This is an optimization exercise on Yosys and OpenROAD, whose aim is small area and a short achievable clock period, not a production implementation. Function was checked by simulation only, so behaviour that the tests miss may differ from the original. Power is estimated from default activity; no workload was simulated.

==> v22 <==
## CoreLeon
module CoreLeon (
  input rst,
  input clk,
  output error,
  output end_prog,
  input  InstrWait,
  output InstrValid,
  output InstrStall,
  output [31:0] InstrAddr,
  input  [31:0] InstrData,
  input  [31:0] mem_in,
  output [31:0] mem_out,
  output [31:0] mem_address,
  output [ 3:0] mem_mask,
  output        mem_read,
  output        mem_write,
  output        memStall,
  input         memWait,
  input [15:0]  dbg_address,
  input [31:0]  dbg_indata,
  output [31:0] dbg_outdata,
  input dbg_rd,
  input dbg_wr,
  input dbg_isvalid,
  output dbg_ready,
  input  dbg_haltreq,
  input  dbg_resumereq,
  output dbg_halted
);
Settings: LEC_CHECK=0, CAP_MARGIN=20, CORE_MARGIN=2, CORE_UTILIZATION=40, CTS_BUF_LIST=sky130_fd_sc_hd__clkbuf_16, CTS_CLUSTER_DIAMETER=95, CTS_CLUSTER_SIZE=24, SETUP_SLACK_MARGIN=5, SLEW_MARGIN=20, SYNTH_HIERARCHICAL=1; clock period 13.0 ns.
run.sh (not shown) runs the stock make flow with config.mk's settings and CLKGATE_MAP_FILE= SYNTH_SCRIPT=/design/flow/synth_recipe.tcl, a recipe that flattens the netlist after the stock synthesis.
==> inputs of v36, as changes to v22 <==
==> flow/flow/run.sh (new file) <==
#!/bin/bash
set -euo pipefail
bash standard.sh "BUFFER_PORTS_ARGS=-buffer_cell sky130_fd_sc_hd__buf_2" finish > standard_flow.log 2>&1
==> flow/standard.sh (new file) <==
#!/bin/bash
# synth_recipe.tcl (not shown) runs the flow's synth.tcl, then flattens the netlist and writes it again
# the make line also repeats each setting of config.mk as NAME=value (left out here)
make -C /OpenROAD-flow-scripts/flow DESIGN_CONFIG=/design/flow/config.mk WORK_HOME=/design/flow/orfs CLKGATE_MAP_FILE= SYNTH_SCRIPT=/design/flow/synth_recipe.tcl "${@:-finish}"
==> flow/config.mk (replaced) <==
export PLATFORM = sky130hd
export DESIGN_NAME = CoreLeon
export DESIGN_NICKNAME = CoreLeon
export VERILOG_FILES = /design/flow/design.v
export SDC_FILE = /design/flow/constraint.sdc
export NUM_CORES = 4
export LEC_CHECK = 0
export CAP_MARGIN = 20
export CORE_MARGIN = 2
export CORE_UTILIZATION = 40
export CTS_BUF_LIST = sky130_fd_sc_hd__clkbuf_16
export CTS_CLUSTER_DIAMETER = 80
export CTS_CLUSTER_SIZE = 20
export SETUP_SLACK_MARGIN = 5
export SLEW_MARGIN = 20
export SYNTH_HIERARCHICAL = 1
removed: flow/run.sh
==> inputs of v19, as changes to v22 <==
--- a/flow/design.v
+++ b/flow/design.v
@@ -44,76 +44,55 @@
       default: branch = 1'b0;
     endcase
 endmodule
 module registros (
   input clk,
   input rst,
   input wr_ena,
   input [4:0] readReg1,
-  input [4:0] dbgReg,
-  input dbgValid,
-  input [3:0] dbgHi,
   input [4:0] readReg2,
   output [31:0] reg1,
   output [31:0] reg2,
   input [4:0] wr_reg,
   input [31:0] wr_data
 );
   wire [31:0] R [1:31];
-  wire [31:0] sel1;
-  wire [31:1] sel2;
+  wire [30:0] sel1, sel2;
   wire [31:0] wd_r = rst ? 32'b0 : wr_data;
-  wire useDbg = dbgValid & (dbgHi == 4'h1);
-  assign sel1[0] = wr_ena & (useDbg ? (wr_reg == dbgReg) : (wr_reg == readReg1));
   genvar g, b;
   generate for (g = 1; g < 32; g = g + 1) begin : rf
     reg [31:0] q;
-    wire wr = wr_ena && wr_reg == g;
     always @(posedge clk)
-      if (rst || wr) q <= wd_r;
+      if (rst || (wr_ena && wr_reg == g)) q <= wd_r;
     assign R[g] = q;
-    rf_sel s1 (.a(dbgReg == g), .b(readReg1 == g), .aValid(dbgValid), .aHi(dbgHi), .off(wr), .s(sel1[g]));
-    assign sel2[g] = (readReg2 == g);
+    assign sel1[g-1] = (readReg1 == g);
+    assign sel2[g-1] = (readReg2 == g);
   end endgenerate
+  wire [31:0] m1, m2;
   generate for (b = 0; b < 32; b = b + 1) begin : rd
-    wire [31:0] col;
-    assign col[0] = wr_data[b];
+    wire [30:0] col;
     for (g = 1; g < 32; g = g + 1) begin : c
-      assign col[g] = R[g][b];
+      assign col[g-1] = R[g][b];
     end
-    rf_rdbit p1 (.d(col), .s(sel1), .o(reg1[b]));
-    rf_rdbit2 p2 (.d(col[31:1]), .s(sel2), .o(reg2[b]));
+    rf_rdbit p1 (.d(col), .s(sel1), .o(m1[b]));
+    rf_rdbit p2 (.d(col), .s(sel2), .o(m2[b]));
   end endgenerate
+  wire byp1 = wr_ena && (wr_reg == readReg1);
+  wire byp2 = wr_ena && (wr_reg == readReg2);
+  assign reg1 = byp1 ? wr_data : m1;
+  assign reg2 = byp2 ? wr_data : m2;
 endmodule
 module rf_rdbit (
-  input [31:0] d,
-  input [31:0] s,
+  input [30:0] d,
+  input [30:0] s,
   output o
 );
   assign o = |(d & s);
 endmodule
-module rf_rdbit2 (
-  input [31:1] d,
-  input [31:1] s,
-  output o
-);
-  assign o = |(d & s);
-endmodule
-module rf_sel (
-  input a,
-  input b,
-  input aValid,
-  input [3:0] aHi,
-  input off,
-  output s
-);
-  wire useA = aValid & (aHi == 4'h1);
-  assign s = ~off & (useA ? a : b);
-endmodule
 module StoretoMEM ( 
   input [1:0] addr_LSB,  
   input [31:0] data,  
   input memWrite,  
   input [1:0] data_width,  
   output [31:0] wr_datatoMem,
   output [3:0] mask_data
 ); 
@@ -282,37 +261,34 @@
       D_rs2Read  = 1'b1;
     end else if (D_isCSR) begin
       D_rs2Read = 1'b1;
     end
   end
   wire [2:0] D_fun = D_ALUFun ? D_funct3 : 3'b0;
   wire D_sub = D_isBRANCH |
                (~D_isJALR & ((D_fun == 3'd2) | (D_fun == 3'd3) | ((D_fun == 3'd0) & D_funQual)));
-  wire [31:0] D_rs1Data, E_rfrs2, Wb_rdData;
+  wire [4:0] D_selrs1 = dbg_sel_REG ? dbg_address[4:0] : D_rs1;
+  wire [31:0] D_rs1Data, D_rs2Data, Wb_rdData;
   wire [4:0] Wb_rd;
   wire Wb_RegWrite;
   registros reg32(
     .clk(clk), .rst(rst),
     .wr_ena(Wb_RegWrite),
-    .readReg1(D_rs1), .dbgReg(dbg_address[4:0]), .dbgValid(dbg_isvalid_q), .dbgHi(dbg_address[15:12]),
-    .readReg2(DE_rs2),
-    .reg1(D_rs1Data), .reg2(E_rfrs2),
+    .readReg1(D_selrs1), .readReg2(D_rs2),
+    .reg1(D_rs1Data), .reg2(D_rs2Data),
     .wr_reg(Wb_rd), .wr_data(Wb_rdData));
   wire D_rs1_eq_DE_rd = (D_rs1 == DE_rd);
   wire D_rs2_eq_DE_rd = (D_rs2 == DE_rd);
   wire D_E_M_fwd_rs1 = DE_RegWrite && D_rs1_eq_DE_rd;
   wire D_E_M_fwd_rs2 = DE_RegWrite && D_rs2_eq_DE_rd;
   wire D_E_W_fwd_rs1 = EM_RegWrite && (D_rs1 == EM_rd);
   wire D_E_W_fwd_rs2 = EM_RegWrite && (D_rs2 == EM_rd);
-  wire [31:0] D_target = (D_isLUI ? 32'b0 : FD_pc) + D_imm;
-  wire [11:0] D_imm12 = D_imm[11:0];
-  reg [31:0] DE_rs1Data, DE_target;
-  reg [4:0] DE_rs2;
-  reg [11:0] DE_imm;
+  wire [31:0] D_target = FD_pc + D_imm;
+  reg [31:0] DE_rs1Data, DE_rs2Data, DE_imm, DE_target;
   reg [4:0] DE_rd;
   reg [2:0] DE_funct3, DE_fun;
   reg DE_nop, DE_MemWrite, DE_RegWrite, DE_MemRead,
       DE_ALUSrc2, DE_isJALR, DE_Jump, DE_isBRANCH, DE_isEBREAK,
       DE_isCSR, DE_error, DE_LUI, DE_AUIPC, DE_funQual, DE_sub,
       DE_M_fwd_rs1, DE_M_fwd_rs2, DE_W_fwd_rs1, DE_W_fwd_rs2;
   wire DE_kill = Flush_E | FD_nop;
   always @(posedge clk) begin
@@ -326,18 +302,18 @@
       DE_isBRANCH <= 1'b0;
       DE_isCSR    <= 1'b0;
       DE_isEBREAK <= 1'b0;
       DE_error    <= 1'b0;
       DE_AUIPC    <= 1'b0;
       DE_LUI      <= 1'b0;
     end else if (!Stall_E) begin
       DE_rs1Data <= D_rs1Data;
-      DE_rs2     <= D_rs2;
-      DE_imm     <= D_imm12;
+      DE_rs2Data <= D_rs2Data;
+      DE_imm     <= D_imm;
       DE_target  <= D_target;
       DE_rd      <= D_rd;
       DE_funct3  <= D_funct3;
       DE_fun     <= D_fun;
       DE_funQual <= D_funQual;
       DE_sub     <= D_sub;
       DE_ALUSrc2 <= D_ALUSrc2;
       DE_M_fwd_rs1 <= D_E_M_fwd_rs1;
@@ -356,77 +332,71 @@
       DE_error    <= ~DE_kill & D_error;
       DE_AUIPC    <= ~DE_kill & D_isAUIPC;
       DE_LUI      <= ~DE_kill & D_isLUI;
     end
   end
   wire [31:0] E_rs1Data = DE_M_fwd_rs1 ? EM_resultado :
                           DE_W_fwd_rs1 ? Wb_rdData    : DE_rs1Data;
   wire [31:0] E_rs2Data = DE_M_fwd_rs2 ? EM_resultado :
-                          DE_W_fwd_rs2 ? Wb_rdData    : E_rfrs2;
-  wire [31:0] E_ALUin2 = DE_ALUSrc2 ? {{20{DE_imm[11]}}, DE_imm} : E_rs2Data;
+                          DE_W_fwd_rs2 ? Wb_rdData    : DE_rs2Data;
+  wire [31:0] E_ALUin2 = DE_ALUSrc2 ? DE_imm : E_rs2Data;
   wire [31:0] E_ADDERout, E_ALUout;
   wire E_TakeBranch;
   ALU alu(
     .ALUCtrl({DE_funQual, DE_fun}),
     .sub(DE_sub),
     .in1(E_rs1Data),
     .in2(E_ALUin2),
     .ALUout(E_ALUout),
     .ADDERout(E_ADDERout),
     .branch(E_TakeBranch));
   wire [31:0] E_JumpAddr = DE_isJALR ? E_ADDERout : DE_target;
   wire E_JumpOrBranch = DE_Jump | (DE_isBRANCH & E_TakeBranch);
   assign end_prog = DE_isEBREAK;
   assign error = DE_error;
   reg [31:0] EM_resultado, EM_rs2Data;
-  reg [4:0] EM_csrsel;
+  reg [11:0] EM_csr;
   reg [4:0]  EM_rd;
   reg [2:0]  EM_funct3;
   reg EM_nop, EM_MemRead, EM_MemWrite, EM_RegWrite, EM_isCSR;
   wire EM_kill = Flush_M | DE_nop;
   always @(posedge clk) begin
     if (rst) begin
       EM_nop      <= 1'b1;
       EM_MemRead  <= 1'b0;
       EM_MemWrite <= 1'b0;
       EM_isCSR    <= 1'b0;
       EM_RegWrite <= 1'b0;
     end else if (!Stall_M) begin
       EM_resultado <= DE_Jump  ? FD_pc     :
-                      (DE_AUIPC | DE_LUI) ? DE_target :
+                      DE_AUIPC ? DE_target :
+                      DE_LUI   ? DE_imm    :
                                  E_ALUout;
       EM_rs2Data  <= E_rs2Data;
-      EM_csrsel   <= csr_dec(DE_imm);
+      EM_csr      <= DE_imm[11:0];
       EM_rd       <= DE_rd;
       EM_funct3   <= DE_funct3;
       EM_nop      <= EM_kill;
       EM_MemRead  <= ~EM_kill & DE_MemRead;
       EM_MemWrite <= ~EM_kill & DE_MemWrite;
       EM_isCSR    <= ~EM_kill & DE_isCSR;
       EM_RegWrite <= ~EM_kill & DE_RegWrite;
     end
   end
-  function [4:0] csr_dec;
-    input [11:0] a;
-    reg u, lo01, lo2;
-    begin
-      u    = (a[11:8] == 4'hC);
-      lo01 = (a[3:1] == 3'b000);
-      lo2  = (a[3:0] == 4'd2);
-      csr_dec = {(a[11:5] == 7'b0111101) & a[4] & (a[3:0] == 4'd0),
-                 u & a[7] & lo2, u & a[7] & lo01, u & ~a[7] & lo2, u & ~a[7] & lo01};
-    end
-  endfunction
-  wire [4:0] M_sel = dbg_sel_PIPCSR ? csr_dec(dbg_address[11:0]) : EM_csrsel;
-  wire M_selcycle    = M_sel[0];
-  wire M_selinstret  = M_sel[1];
-  wire M_selcycleh   = M_sel[2];
-  wire M_selinstreth = M_sel[3];
-  wire M_seldcsr     = M_sel[4];
+  wire [11:0] M_csr = dbg_sel_PIPCSR ? dbg_address[11:0] : EM_csr;
+  wire M_Ucsr   = (M_csr[11:8] == 4'hC);
+  wire M_Dbgcsr = (M_csr[11:5] == 7'b0111101);
+  wire M_lo01   = (M_csr[3:1] == 3'b000);
+  wire M_lo2    = (M_csr[3:0] == 4'd2);
+  wire M_selcycle    = M_Ucsr & ~M_csr[7] & M_lo01;
+  wire M_selcycleh   = M_Ucsr &  M_csr[7] & M_lo01;
+  wire M_selinstret  = M_Ucsr & ~M_csr[7] & M_lo2;
+  wire M_selinstreth = M_Ucsr &  M_csr[7] & M_lo2;
+  wire M_seldcsr     = M_Dbgcsr & M_csr[4] & (M_csr[3:0] == 4'd0);
   wire [31:0] M_CSRData = (M_selcycle    ? cycle[31:0]    : 32'b0) |
                           (M_selinstret  ? instret[31:0]  : 32'b0) |
                           (M_selcycleh   ? cycle[63:32]   : 32'b0) |
                           (M_selinstreth ? instret[63:32] : 32'b0) |
                           (M_seldcsr     ? dcsr           : 32'b0);
   wire [31:0] M_address = EM_resultado;
   StoretoMEM store (
     .addr_LSB(M_address[1:0]),
@@ -515,18 +485,17 @@
   always @(posedge clk)
     dbg_isvalid_q <= dbg_isvalid & dbg_mode;
   wire dbg_hi0 = (dbg_address[15:13] == 3'b000);
   wire dbg_sel_CSR = dbg_isvalid_q & dbg_hi0 & ~dbg_address[12];
   wire dbg_sel_REG = dbg_isvalid_q & dbg_hi0 &  dbg_address[12];
   wire dbg_sel_PIP = dbg_isvalid_q & (dbg_address[15:12] == 4'hC);
   wire dbg_sel_PIPCSR = dbg_sel_CSR | dbg_sel_PIP;
   wire wr_dcsr = dbg_wr & dbg_isvalid_q & ~dbg_sel_PIP & M_seldcsr;
-  assign dbg_outdata = ({32{dbg_hi0 & dbg_address[12]}} & D_rs1Data) |
-                       ({32{dbg_hi0 & ~dbg_address[12]}} & M_CSRData);
+  assign dbg_outdata = dbg_hi0 ? (dbg_address[12] ? D_rs1Data : M_CSRData) : 32'h0;
   assign dbg_ready   = dbg_isvalid_q;
   assign dbg_halted  = dbg_mode;
   always @(posedge clk) begin
     if (rst) begin
       dbg_step <= 1'b0; dbg_ebreakm <= 1'b1; dbg_cause <= 3'd0;
     end else begin
       if (wr_dcsr) begin
         dbg_step    <= dbg_indata[2];
==> flow/config.mk (replaced) <==
export PLATFORM = sky130hd
export DESIGN_NAME = CoreLeon
export DESIGN_NICKNAME = CoreLeon
export VERILOG_FILES = /design/flow/design.v
export SDC_FILE = /design/flow/constraint.sdc
export NUM_CORES = 4
export LEC_CHECK = 0
export CAP_MARGIN = 20
export CORE_MARGIN = 2
export CORE_UTILIZATION = 40
export SETUP_SLACK_MARGIN = 0.5
export SLEW_MARGIN = 20
export SYNTH_HIERARCHICAL = 1
==> qor summary <==
Measured slew at the worst slew-check pin: v36 1.28 ns; v22 1.28 ns; v19 1.29 ns
Sequential cell area: v36 41,100 um^2; v22 41,100 um^2; v19 42,700 um^2
Reg clk slew, reported paths: v36 0.08 ns; v22 0.11 ns; v19 0.06 ns
Latest clock arrival within the worst-skew pair: v36 0.80 ns; v22 0.79 ns; v19 0.85 ns
Synth Area in Adders: v36 2.24%; v22 2.24%; v19 2.21%
Met2 wire length: v36 152,000 um; v22 153,000 um; v19 133,000 um
Number of nets in the finished design: v36 7,087; v22 7,150; v19 6,953
Rel. slew slack: v36 13.9%; v22 13.6%; v19 13.7%
Power per standard cell area: v36 113 nW/um^2; v22 106 nW/um^2; v19 127 nW/um^2
IR drop worst, VDD: v36 0.000106 V; v22 0.0000925 V; v19 0.000149 V
Max incr delay on CP: v36 0.67 ns; v22 0.85 ns; v19 0.94 ns
Synth Area per Inst: v36 11.6 um^2; v22 11.6 um^2; v19 11.9 um^2
Clock sinks: v36 1,431; v22 1,431; v19 1,485
Die Area: v36 191,000 um^2; v22 191,000 um^2; v19 194,000 um^2
Detailed-route wire length on metal 1: v36 122,000 um; v22 124,000 um; v19 118,000 um
Outcome: v36 finished clean; v22 finished clean; v19 finished clean
Fraction of area in registers: v36 47.7%; v22 46.6%; v19 48.7%
Worst hold path startpoint: v36 EM_funct3[2]; v22 DE_funct3[2]; v19 EM_funct3[2]
P_comb: v36 1.20 mW; v22 1.25 mW; v19 1.04 mW

==> re-timing with driven ports <==
Ports are ideal in the flow. The routed layouts listed here were re-timed in OpenROAD. Step 1 sets driving cells, clkbuf_16 on the clock port and buf_2 on the other inputs (assumed; they add their load-dependent delay and slew). Step 2 moves the port delays by t, midway between the first and last clock arrival at a register: inputs arrive t later, outputs are due t later. That takes back most of the time a late clock gives input paths. Three values: ideal, step 1, step 2; two values: the first two.
| run | t, ns | setup slack, ns | worst setup path after step 2 | cell pins on the clock port's net |
|---|---|---|---|---|
| v22 | 0.837 | 4.842 / 4.770 / 4.236 | input to register | 1 |
| v36 | 0.863 | 4.555 / 4.446 / 4.239 | input to register | 1 |
| v19 | 0.910 | 1.427 / 1.404 / 1.404 | input to output | 1 |
After both steps setup and hold are still met in every run listed. The setup slack of v22, which loses most, moves by -0.072 ns with the drivers and by -0.606 ns with both steps.
